What follows belongs to an exercise in optimizing a design on an open flow for small area, a short achievable clock period and few clock cycles; a production flow would make more cautious choices. Function was checked by simulation only, so behaviour that the tests miss may differ from the original.

## flow/design.v (module list and top-level ports; edited modules follow where they fit)
// module M1: 756 lines
// module m1_rca: 14 lines
// module m1_fa: 4 lines
// module m1_ha: 4 lines
module M1 (
   input  logic         Clock,
   input  logic         Resetn,
   input  logic         start,
   output logic         done,
   input  logic  [15:0] SRAM_read_data,
   output logic  [17:0] SRAM_address,
   output logic  [15:0] SRAM_write_data,
   output logic         SRAM_we_n
);
  // ...
==> flow/flow/run.sh <==
#!/bin/bash
set -euo pipefail
bash standard.sh SETUP_SLACK_MARGIN=10 finish > standard_make.log 2>&1
==> flow/standard.sh <==
#!/bin/bash
# synth_recipe.tcl (not shown) runs the flow's synth.tcl, then flattens the netlist and writes it again
# the make line also repeats each setting of config.mk as NAME=value (left out here)
make -C /OpenROAD-flow-scripts/flow DESIGN_CONFIG=/design/flow/config.mk WORK_HOME=/design/flow/orfs CLKGATE_MAP_FILE= SYNTH_SCRIPT=/design/flow/synth_recipe.tcl "${@:-finish}"
==> flow/config.mk <==
export PLATFORM = sky130hd
export DESIGN_NAME = M1
export DESIGN_NICKNAME = M1
export VERILOG_FILES = /design/flow/design.v
export SDC_FILE = /design/flow/constraint.sdc
export NUM_CORES = 4
export LEC_CHECK = 0
export ABC_CLOCK_PERIOD_IN_PS = 4000
export CAP_MARGIN = 20
export CORE_MARGIN = 2
export CORE_UTILIZATION = 65
export CTS_CLUSTER_DIAMETER = 60
export CTS_CLUSTER_SIZE = 25
export SETUP_SLACK_MARGIN = 5
export SLEW_MARGIN = 20
export SYNTH_HIERARCHICAL = 1
==> flow/constraint.sdc <==
create_clock -name core_clock -period 14.0 [get_ports {Clock}]
set_input_delay 2.8000 -clock core_clock [delete_from_list [all_inputs] [get_ports {Clock}]]
set_output_delay 2.8000 -clock core_clock [all_outputs]
set_load 0.01 [all_outputs]
==> flow_summary.yaml, run 1 <==
timing:
  timing.fmax_ghz: 0.252
  worst_slew_pin_slew_ns: 1.08
  hold_ws_ns: 0.382
  fin_tns_setup_ns: 0
layout:
  buffers: 97
  nNonClkInverters: 275
  multi_input_area_sq_mm: 0.0140
  clkbuf_count: 38
  design_area_sq_mm: 0.0291
  top_register: "win"
  insertedDiodeCount: 1
placement:
  place_area_sq_mm: 0.0275
floorplan:
  die_w_um: 205
  start_util_pct: 66.1
  io_pins: 55
clocking:
  postCtsSetupBuffers: 9
  tritoncts: "done"
  cts_hold_buffers: 0
  cts-root-buf: "clkbuf_16"
worst_hold_path:
  hp-class: "reg2reg"
  hold_start: "fs4[8]"
worst_setup_path:
  crit_fanout: 1
  crit_type: "reg2out"
  cp_top_family: "flip-flops"
synth:
  ys_ff_latch: 439
  yosys_warnings: 9
  synth_edf_count: 250
  synthTopCellsByCount: "fa_1 (292), inv_1 (269), edfxtp_1 (250)"
  synth_flop_cell: "edfxtp_1"
  syn_area_sq_mm: 0.0264
  synth_top_family_by_area: "adder cells"
grt:
  grt-busiest-layer: "met2"
outcome:
  status: "timing/DRC/antenna clean"
routing:
  first_pass_iters: 6
  via_per_inst: 6.00
  drt-initial-drc-count: 1481
Testbench counts, summed over its fixed seeds: cycles 431,172.
==> inputs of run 2 (changes only) <==
--- a/flow/config.mk
+++ b/flow/config.mk
@@ -9,8 +9,8 @@
 export CAP_MARGIN = 20
 export CORE_MARGIN = 2
 export CORE_UTILIZATION = 65
-export CTS_CLUSTER_DIAMETER = 60
-export CTS_CLUSTER_SIZE = 25
+export CTS_CLUSTER_DIAMETER = 45
+export CTS_CLUSTER_SIZE = 18
 export SETUP_SLACK_MARGIN = 5
 export SLEW_MARGIN = 20
 export SYNTH_HIERARCHICAL = 1
==> flow_summary.yaml, run 2 <==
synth:
  synthDistinctLibCells: 85
  yosysSeqAreaShare_pct: 42.9
  synthDominantCellAreaShare_pct: 28.5
  ys_ff_latch: 439
  avgSynthCellArea_sq_um: 12.3
  synth_area_leaders: "edfxtp_1 (28%), fa_1 (22%), dfxtp_1 (14%)"
  syn_inst: 2146
  yosysTopAreaCell: "edfxtp_1"
  synthArstFlopShare_pct: 0.911
  yosys_warnings: 9
  synthTopCellsByCount: "fa_1 (292), inv_1 (269), edfxtp_1 (250)"
  synth_flop_cell: "edfxtp_1"
  syn_area_sq_mm: 0.0264
  yosysMostFrequentCell: "fa_1"
  synth_edf_count: 250
grt:
  grt_max_degree: 77
  grt_usage_pct: 30.7
  grt_pass1_vias: 17500
  grt_overflow: 0
  antenna_found_initial: 3
  grt_pass1_wl_um: 97200
worst_hold_path:
  hp-class: "reg2reg"
placement:
  dp_hpwl_um: 46100
  gp_congestion: 0.947
  port_buffers: 54
  post-place-ws_ns: 8.95
worst_setup_path:
  rr_endpoint: "fs1[7]"
  cp.required_ns: 11.20
  critPathSlowestCell: "dfxtp_2"
  reg2reg_setup_slack_ns: 10.06
  worst-path-buf-inv: 1
  rr_worst_depth: 8
  cp_top_family: "flip-flops"
  cp.depth: 1
  critPathMaxStageDelay_ns: 0.35
  crit_type: "reg2out"
  arrival_ns: 1.17
  timing.rr.start: "win[3][0]"
  crit_path_end_kind: "primary output"
  cp-start-kind: "flip-flop"
  critPathCapture: "SRAM_address[9]"
  crit_path_start: "SRAM_address[9]"
  crit_fanout: 1
  crit_chain: "clkdlybuf4s15_2"
layout:
  reg_top3: "win x152, SRAM_address x17"
  area_delta_synth_final_pct: 12.0
  mostFrequentLayoutCells: "fa_1 (285), inv_1 (258), edfxtp_1 (250)"
  top_register: "win"
  nets: 2765
  final_layout_size_suffix_gt1_share_pct: 10.1
  largest_reg_flops: 152
  final_common_cell: "fa_1"
floorplan:
  die_w_um: 205
  num_rows: 73
  die_h_um: 205
  io_pins: 55
  start_util_pct: 66.1
  die-area_sq_mm: 0.0422
  core-area_sq_mm: 0.0399
routing:
  first_pass_iters: 5
  via_per_inst: 6.02
  vias: 17000
  drt-initial-drc-count: 1463
  detail_route.wl_per_cell_um: 21.8
  wl_um: 61700
  ant_nets: 0
  drc: 0
flow_run:
  timing.max_cap.violations: 0
timing:
  timing.fmax_ghz: 0.252
  worst_clock_skew_ns: 0.0255
  max_slew_margin_pct: 27.3
  final.min_clock_period_ns: 3.97
  rsz0062_at_grt: "false"
  worst_slew_pin_slew_ns: 1.09
  final-setup-viol-count: 0
  worst_slack_ns: 10.03
  fin_crit_sh_pct: 28.3
  fin_tns_setup_ns: 0
  hold_viol: 0
  finalMaxSlewViolations: 0
clocking:
  clock_latency_ns: 0.59
  cts_hold_buffers: 0
  cts-root-buf: "clkbuf_16"
  cts_buffers: 48
  tritoncts: "done"
  clk_pin_slew_ns: 0.07
  clkSinkCount: 439
  clockBufferDepth: 3
  htreeDepth: 2
outcome:
  status: "timing/DRC/antenna clean"
run 2: cell counts after synthesis:
No cell type changed its count.
run 2: modules after synthesis, one instance, submodules excluded, a selection:
module / flops+latches / times used
m1_ha: 0 / 46
m1_fa: 0 / 274
M1: 439 / 1
run 2: logic make-up after synthesis:
family	after synthesis	share of synthesized area, %
adder cells (fa/ha/maj)	490	31.6
flip-flops	439	42.9
AO/OA/AOI/OAI	394	9.93
AND/OR/NAND/NOR	394	7.08
buffers and inverters	323	4.77
XOR/XNOR	81	2.75
multiplexers	24	0.992
other	1	0.0142
run 2: worst min path at each step:
stage           start      to  depth (start not counted)
2_1_floorplan  fs4[8]  FqB[8]                          0
3_3_place_gp   fs4[8]  FqB[8]                          0
3_5_place_dp   fs4[8]  FqB[8]                          0
4_1_cts        fs4[8]  FqB[8]                          0
5_1_grt        fs4[8]  FqB[8]                          0
6_report       fs4[8]  FqB[8]                          0
run 2: area by class of cell:
| class | count | area, sq um |
|---|---|---|
| multi-input combinational | 1389 | 13900 |
| clock buffer | 59 | 1320 |
| fill | 2723 | 10400 |
| timing repair buffer | 103 | 863 |
| tap | 525 | 657 |
| antenna | 1 | 2.50 |
| clock inverter | 31 | 362 |
| sequential | 439 | 11300 |
| inverter | 275 | 1060 |
run 2: layer usage:
layer	global-route usage, %	share of wire, %
met5	0	0
met4	7.61	2.0
met3	6.07	8.1
met2	48.1	46
met1	44.6	44
run 2: stage by stage:
stage | util, % | std cells | instance area (sq um) | hold slack, ns
2_1_floorplan | - | 2148 | 26400 | 0.331
4_1_cts | 73.4 | 2796 | 29300 | 0.371
6_report | 74.0 | 2822 | 29500 | 0.375
3_3_place_gp | 68.8 | 2692 | 27500 | 0.342
5_1_grt | 74.0 | 2821 | 29500 | 0.378
3_5_place_dp | 68.8 | 2692 | 27500 | 0.353
run 2: what timing repair did:
item,CTS,global route
setup endpoints to repair,236,127
pin swaps,4,7
gates resized for setup,84,39
buffers inserted,11,25
gates cloned,3,0
==> inputs of run 3 (changes only) <==
--- a/flow/config.mk
+++ b/flow/config.mk
@@ -9,8 +9,8 @@
 export CAP_MARGIN = 20
 export CORE_MARGIN = 2
 export CORE_UTILIZATION = 65
-export CTS_CLUSTER_DIAMETER = 45
-export CTS_CLUSTER_SIZE = 18
+export CTS_CLUSTER_DIAMETER = 70
+export CTS_CLUSTER_SIZE = 32
 export SETUP_SLACK_MARGIN = 5
 export SLEW_MARGIN = 20
 export SYNTH_HIERARCHICAL = 1
==> flow_summary.yaml, run 3 <==
outcome:
  status: "timing/DRC/antenna clean"
routing:
  drc: 0
  via_per_inst: 6.02
  detail_route.wl_per_cell_um: 21.8
  drt-initial-drc-count: 1513
  vias: 16700
  first_pass_iters: 7
  wl_um: 60400
  ant_nets: 0
worst_setup_path:
  crit_chain: "dlygate4sd2_1"
  cp.required_ns: 11.20
  critPathSlowestCell: "dfxtp_1"
  crit_fanout: 1
  crit_path_end_kind: "primary output"
  worst-path-buf-inv: 1
  arrival_ns: 1.17
  cp_top_family: "flip-flops"
  critPathMaxStageDelay_ns: 0.31
  crit_type: "reg2out"
  cp-start-kind: "flip-flop"
synth:
  syn_area_sq_mm: 0.0264
  yosysTopAreaCell: "edfxtp_1"
  avgSynthCellArea_sq_um: 12.3
  syn_inst: 2146
  yosys_warnings: 9
  synth_edf_count: 250
  ys_ff_latch: 439
  synthArstFlopShare_pct: 0.911
  yosysSeqAreaShare_pct: 42.9
  synthDistinctLibCells: 85
  synth_flop_cell: "edfxtp_1"
  synth_area_leaders: "edfxtp_1 (28%), fa_1 (22%), dfxtp_1 (14%)"
  yosysMostFrequentCell: "fa_1"
  synthTopCellsByCount: "fa_1 (292), inv_1 (269), edfxtp_1 (250)"
  synthDominantCellAreaShare_pct: 28.5
clocking:
  cts_buffers: 25
  htreeDepth: 1
  clockBufferDepth: 3
  cts-root-buf: "clkbuf_16"
  cts_hold_buffers: 0
  clk_pin_slew_ns: 0.11
  tritoncts: "done"
  clkSinkCount: 439
  clock_latency_ns: 0.59
floorplan:
  die_w_um: 205
  start_util_pct: 66.1
  io_pins: 55
  die-area_sq_mm: 0.0422
  num_rows: 73
  die_h_um: 205
  core-area_sq_mm: 0.0399
grt:
  grt_overflow: 0
  grt_max_degree: 77
  grt_pass1_wl_um: 94800
  grt_usage_pct: 29.8
  antenna_found_initial: 3
  grt_pass1_vias: 17100
layout:
  top_register: "win"
  final_common_cell: "fa_1"
  largest_reg_flops: 152
  mostFrequentLayoutCells: "fa_1 (285), inv_1 (260), edfxtp_1 (250)"
  fin_util_pct: 72.1
  reg_top3: "win x152, SRAM_address x17"
  fillers: 2812
  insertedDiodeCount: 0
  nets: 2737
  area_delta_synth_final_pct: 9.19
  final_cells: 2771
  final_layout_size_suffix_gt1_share_pct: 8.15
flow_run:
  timing.max_cap.violations: 0
worst_hold_path:
  hp-class: "reg2reg"
timing:
  max_slew_margin_pct: 28.8
  final.min_clock_period_ns: 3.97
  hold_viol: 0
  rsz0062_at_grt: "false"
  worst_slew_pin_slew_ns: 1.06
  worst_slack_ns: 10.03
  fin_tns_setup_ns: 0
  timing.fmax_ghz: 0.252
  final-setup-viol-count: 0
  worst_clock_skew_ns: 0.0339
  fin_crit_sh_pct: 28.4
  finalMaxSlewViolations: 0
placement:
  dp_hpwl_um: 46100
  port_buffers: 54
  post-place-ws_ns: 8.95
  dp.cells: 2692
  gp_congestion: 0.947
run 3: cell counts after synthesis:
Identical to the previous run, type by type.
run 3: per-module statistics from Yosys, one instance, submodules excluded, excerpt:
module / times used / cell area (sq um)
M1: 1 / 20300
m1_fa: 274 / 20.0
m1_ha: 46 / 12.5
run 3: cells by family after synthesis:
group	count (synthesis)	share of synthesized area, %
xor+xnor	81	2.75
buf+inv	323	4.77
other cells	1	0.0142
flops	439	42.9
simple gates	394	7.08
fa+ha+maj	490	31.6
compound gates	394	9.93
mux	24	0.992
run 3: per-stage QoR:
stage,area (sq um),hold WS [ns]
2_1_floorplan,26400,0.331
3_3_place_gp,27500,0.342
3_5_place_dp,27500,0.353
4_1_cts,28600,0.385
5_1_grt,28800,0.392
6_report,28800,0.381
run 3: worst paths after layout:
kind	start	endpoint	slack [ns]	cells past startpoint
max in group asynchronous	Resetn	state[0]	11.32	1
min	fs4[8]	FqB[8]	0.38	0
min reg2reg	fs4[8]	FqB[8]	0.38	0
max	SRAM_address[2]	SRAM_address[2]	10.03	1
max reg2reg	win[19][0]	fs0[7]	10.11	8
min in group asynchronous	Resetn	state[1]	2.44	1
run 3: timing repair:
item	in CTS	in global routing
endpoints found under the setup margin	234	128
gates cloned	3	0
buffers inserted	11	20
gates resized for setup	85	39
pin swaps	3	7
run 3: area by class of cell:
cell class	instances	area [sq um]	area share (%)
multi-input combinational	1389	13900	48.4
timing repair buffer	98	853	2.96
clock buffer	25	626	2.17
sequential	439	11300	39.4
clock inverter	20	317	1.10
tap	525	657	2.28
inverter	275	1060	3.67
run 3: layer usage:
layer  track usage [%]  part of all wire [%]
met2              47.3                    46
met4              6.24                   2.0
met1              42.4                    43
met5                 0                 0.012
met3              7.16                   8.8
==> inputs of run 4 (changes only) <==
--- a/flow/config.mk
+++ b/flow/config.mk
@@ -9,8 +9,7 @@
 export CAP_MARGIN = 20
 export CORE_MARGIN = 2
 export CORE_UTILIZATION = 65
-export CTS_CLUSTER_DIAMETER = 70
-export CTS_CLUSTER_SIZE = 32
+export CTS_BUF_LIST = sky130_fd_sc_hd__clkbuf_4 sky130_fd_sc_hd__clkbuf_8
 export SETUP_SLACK_MARGIN = 5
 export SLEW_MARGIN = 20
 export SYNTH_HIERARCHICAL = 1
==> flow_summary.yaml, run 4 <==
outcome:
  status: "timing/DRC/antenna clean"
synth:
  yosys_warnings: 9
  synthTopCellsByCount: "fa_1 (292), inv_1 (269), edfxtp_1 (250)"
  synth-simple-area-share_pct: 7.08
  syn_area_sq_mm: 0.0264
  synthArstFlopShare_pct: 0.911
  synth_edf_count: 250
  synth.area.mux_share_pct: 0.992
  avgSynthCellArea_sq_um: 12.3
  synth_top_family_by_area: "adder cells"
  yosys.area_share.xor_xnor_pct: 2.75
  syn_inst: 2146
  synth_flop_cell: "edfxtp_1"
  synthDominantCellAreaShare_pct: 28.5
  ys_ff_latch: 439
  synth_compound_area_share_pct: 9.93
  yosysMostFrequentCell: "fa_1"
  synthDistinctLibCells: 85
  yosysTopAreaCell: "edfxtp_1"
  synthAdderAreaFrac_pct: 31.6
  yosysSeqAreaShare_pct: 42.9
  synth_area_leaders: "edfxtp_1 (28%), fa_1 (22%), dfxtp_1 (14%)"
worst_setup_path:
  crit_chain: "inv_1, buf_2"
  critPathMaxStageDelay_ns: 0.36
  crit_fanout: 1
  crit_path_end_kind: "primary output"
  arrival_ns: 1.18
  cp-start-kind: "flip-flop"
  critPathSlowestCell: "dfrtp_1"
  reg2reg_setup_slack_ns: 10.08
  cp.required_ns: 11.20
  crit_type: "reg2out"
floorplan:
  die-area_sq_mm: 0.0422
  io_pins: 55
  die_h_um: 205
  core-area_sq_mm: 0.0399
  die_w_um: 205
  start_util_pct: 66.1
  num_rows: 73
layout:
  area_delta_synth_final_pct: 11.1
  nets: 2785
  largest_reg_flops: 152
  mostFrequentLayoutCells: "fa_1 (282), inv_1 (261), edfxtp_1 (250)"
  final_common_cell: "fa_1"
  final_cells: 2862
  top_register: "win"
  reg_top3: "win x152, SRAM_address x17"
  final_layout_size_suffix_gt1_share_pct: 12.6
  fillers: 2779
timing:
  worst_slew_pin_slew_ns: 1.05
  final-setup-viol-count: 0
  fin_tns_setup_ns: 0
  max_slew_margin_pct: 29.5
  worst_clock_skew_ns: 0.0374
  timing.fmax_ghz: 0.251
  hold_viol: 0
  finalMaxSlewViolations: 0
  fin_crit_sh_pct: 28.4
  final.min_clock_period_ns: 3.98
  rsz0062_at_grt: "true"
grt:
  grt_overflow: 0
  antenna_found_initial: 4
  grt_pass1_vias: 17500
  grt_max_degree: 77
  grt_pass1_wl_um: 96100
  grt_usage_pct: 30.5
placement:
  gp_congestion: 0.947
  dp.cells: 2692
  port_buffers: 54
  dp_hpwl_um: 46100
routing:
  vias: 17000
  drc: 0
  drt-initial-drc-count: 1514
  detail_route.wl_per_cell_um: 21.4
  first_pass_iters: 5
  via_per_inst: 5.92
  wl_um: 61400
  ant_nets: 0
clocking:
  cts_buffers: 72
  clockBufferDepth: 3
  clkSinkCount: 439
  clock_latency_ns: 0.66
  cts-root-buf: "clkbuf_8"
  clk_pin_slew_ns: 0.06
  htreeDepth: 3
  tritoncts: "done"
worst_hold_path:
  hp-class: "reg2reg"
flow_run:
  timing.max_cap.violations: 0
run 4: cell count changes in the layout (fill, tap and decap cells not counted), moves of 6 or more:
| cell | delta |
|---|---|
| clkinv_1 | +6 |
| dlygate4sd2_1 | -10 |
| clkdlybuf4s15_1 | -15 |
| clkbuf_4 | +28 |
| buf_2 | +21 |
| clkbuf_16 | -25 |
| clkinv_2 | +8 |
| clkbuf_8 | +80 |
run 4: critical path, delay by kind of cell, from the launching register on:
kind / cells / cell delay (ns)
buffers and inverters: 2 / 0.17
flip-flops: 1 / 0.36
run 4: repair_timing:
action                     in CTS  in global routing
cloned                          3                  0
hold buffers                    0                  0
pin swaps                       3                  6
gates resized for setup       147                 36
setup buffers                   9                 23
setup endpoints to repair     206                126
run 4: cell families (layout without fill, tap and decap cells):
family / count (synthesis) / count (layout)
buf+inv: 323 / 508
xor+xnor: 81 / 81
other cells: 1 / 4
mux: 24 / 24
flops: 439 / 439
compound gates: 394 / 395
simple gates: 394 / 396
fa+ha+maj: 490 / 490
run 4: Yosys stat by module, one instance, submodules excluded, excerpt:
module,flip-flops and latches,copies in the design,cell area [sq um],cells
M1,439,1,20300,1826
m1_fa,0,274,20.0,1
m1_ha,0,46,12.5,1
run 4: metrics by stage:
stage | area (sq um) | hold WS, ns | utilization [%] | setup slack, ns
2_1_floorplan | 26400 | 0.331 | - | 10.01
3_3_place_gp | 27500 | 0.342 | 68.8 | 9.17
3_5_place_dp | 27500 | 0.353 | 68.8 | 8.95
4_1_cts | 29100 | 0.359 | 72.9 | 9.98
5_1_grt | 29300 | 0.361 | 73.4 | 9.98
6_report | 29300 | 0.362 | 73.4 | 10.02
run 4: worst paths after layout:
check	from	to	depth (start not counted)
worst max register to register	win[1][0]	fs0[7]	8
worst min register to register	fs4[8]	FqB[8]	0
worst max-delay path	we_q	SRAM_we_n	2
max in group asynchronous	Resetn	state[0]	1
worst min-delay path	fs4[8]	FqB[8]	0
min in group asynchronous	Resetn	state[0]	1
run 4: layout make-up:
class	count	area, sq um	area share (%)
multi-input combinational	1389	13900	47.6
antenna	1	2.50	0.00854
tap	525	657	2.24
clock buffer	108	1310	4.47
timing repair buffer	99	748	2.55
inverter	275	1060	3.60
sequential	439	11300	38.7
clock inverter	26	249	0.850
run 4: routing by layer:
| metal | vias up | global-route usage (%) | part of all wire [%] |
|---|---|---|---|
| met4 | 2 | 7.97 | 2.1 |
| met1 | 8507 | 42.9 | 43 |
| met2 | 664 | 47.2 | 45 |
| met5 | - | 0 | 0.011 |
| met3 | 111 | 8.76 | 9.2 |
| li1 | 7666 | - | - |

[what the ideal ports hide]
The results above use ideal ports. As a check the final layouts listed here were re-extracted and re-timed, cells and wires unchanged.
Step 1: set_driving_cell puts a clkbuf_16 on Clock and a buf_2 on each other input, an assumption about the parent block.
Step 2 times the ports against the registers' clock, not the clock port: input delays grow and output delays shrink by t, the midpoint of the rising clock arrivals with the driver on.
a / b / c = ideal ports / drivers / drivers and shift; a / b = the first two.
run | shift t [ns] | setup slack, ns | worst hold slack (ns) | worst setup path after step 2
run 1 | 0.616 | 10.034 / 9.974 / 9.489 | 0.382 / 0.382 / 0.382 | input to register
run 2 | 0.643 | 10.035 / 9.977 / 9.493 | 0.375 / 0.375 / 0.375 | input to register
run 3 | 0.629 | 10.026 / 9.970 / 9.506 | 0.381 / 0.381 / 0.381 | input to register
run 4 | 0.692 | 10.023 / 9.970 / 9.422 | 0.362 / 0.362 / 0.362 | input to register
After both steps every run listed still meets setup and hold. The setup slack of run 4, which loses most, moves by -0.053 ns with the drivers and by -0.601 ns with both steps.
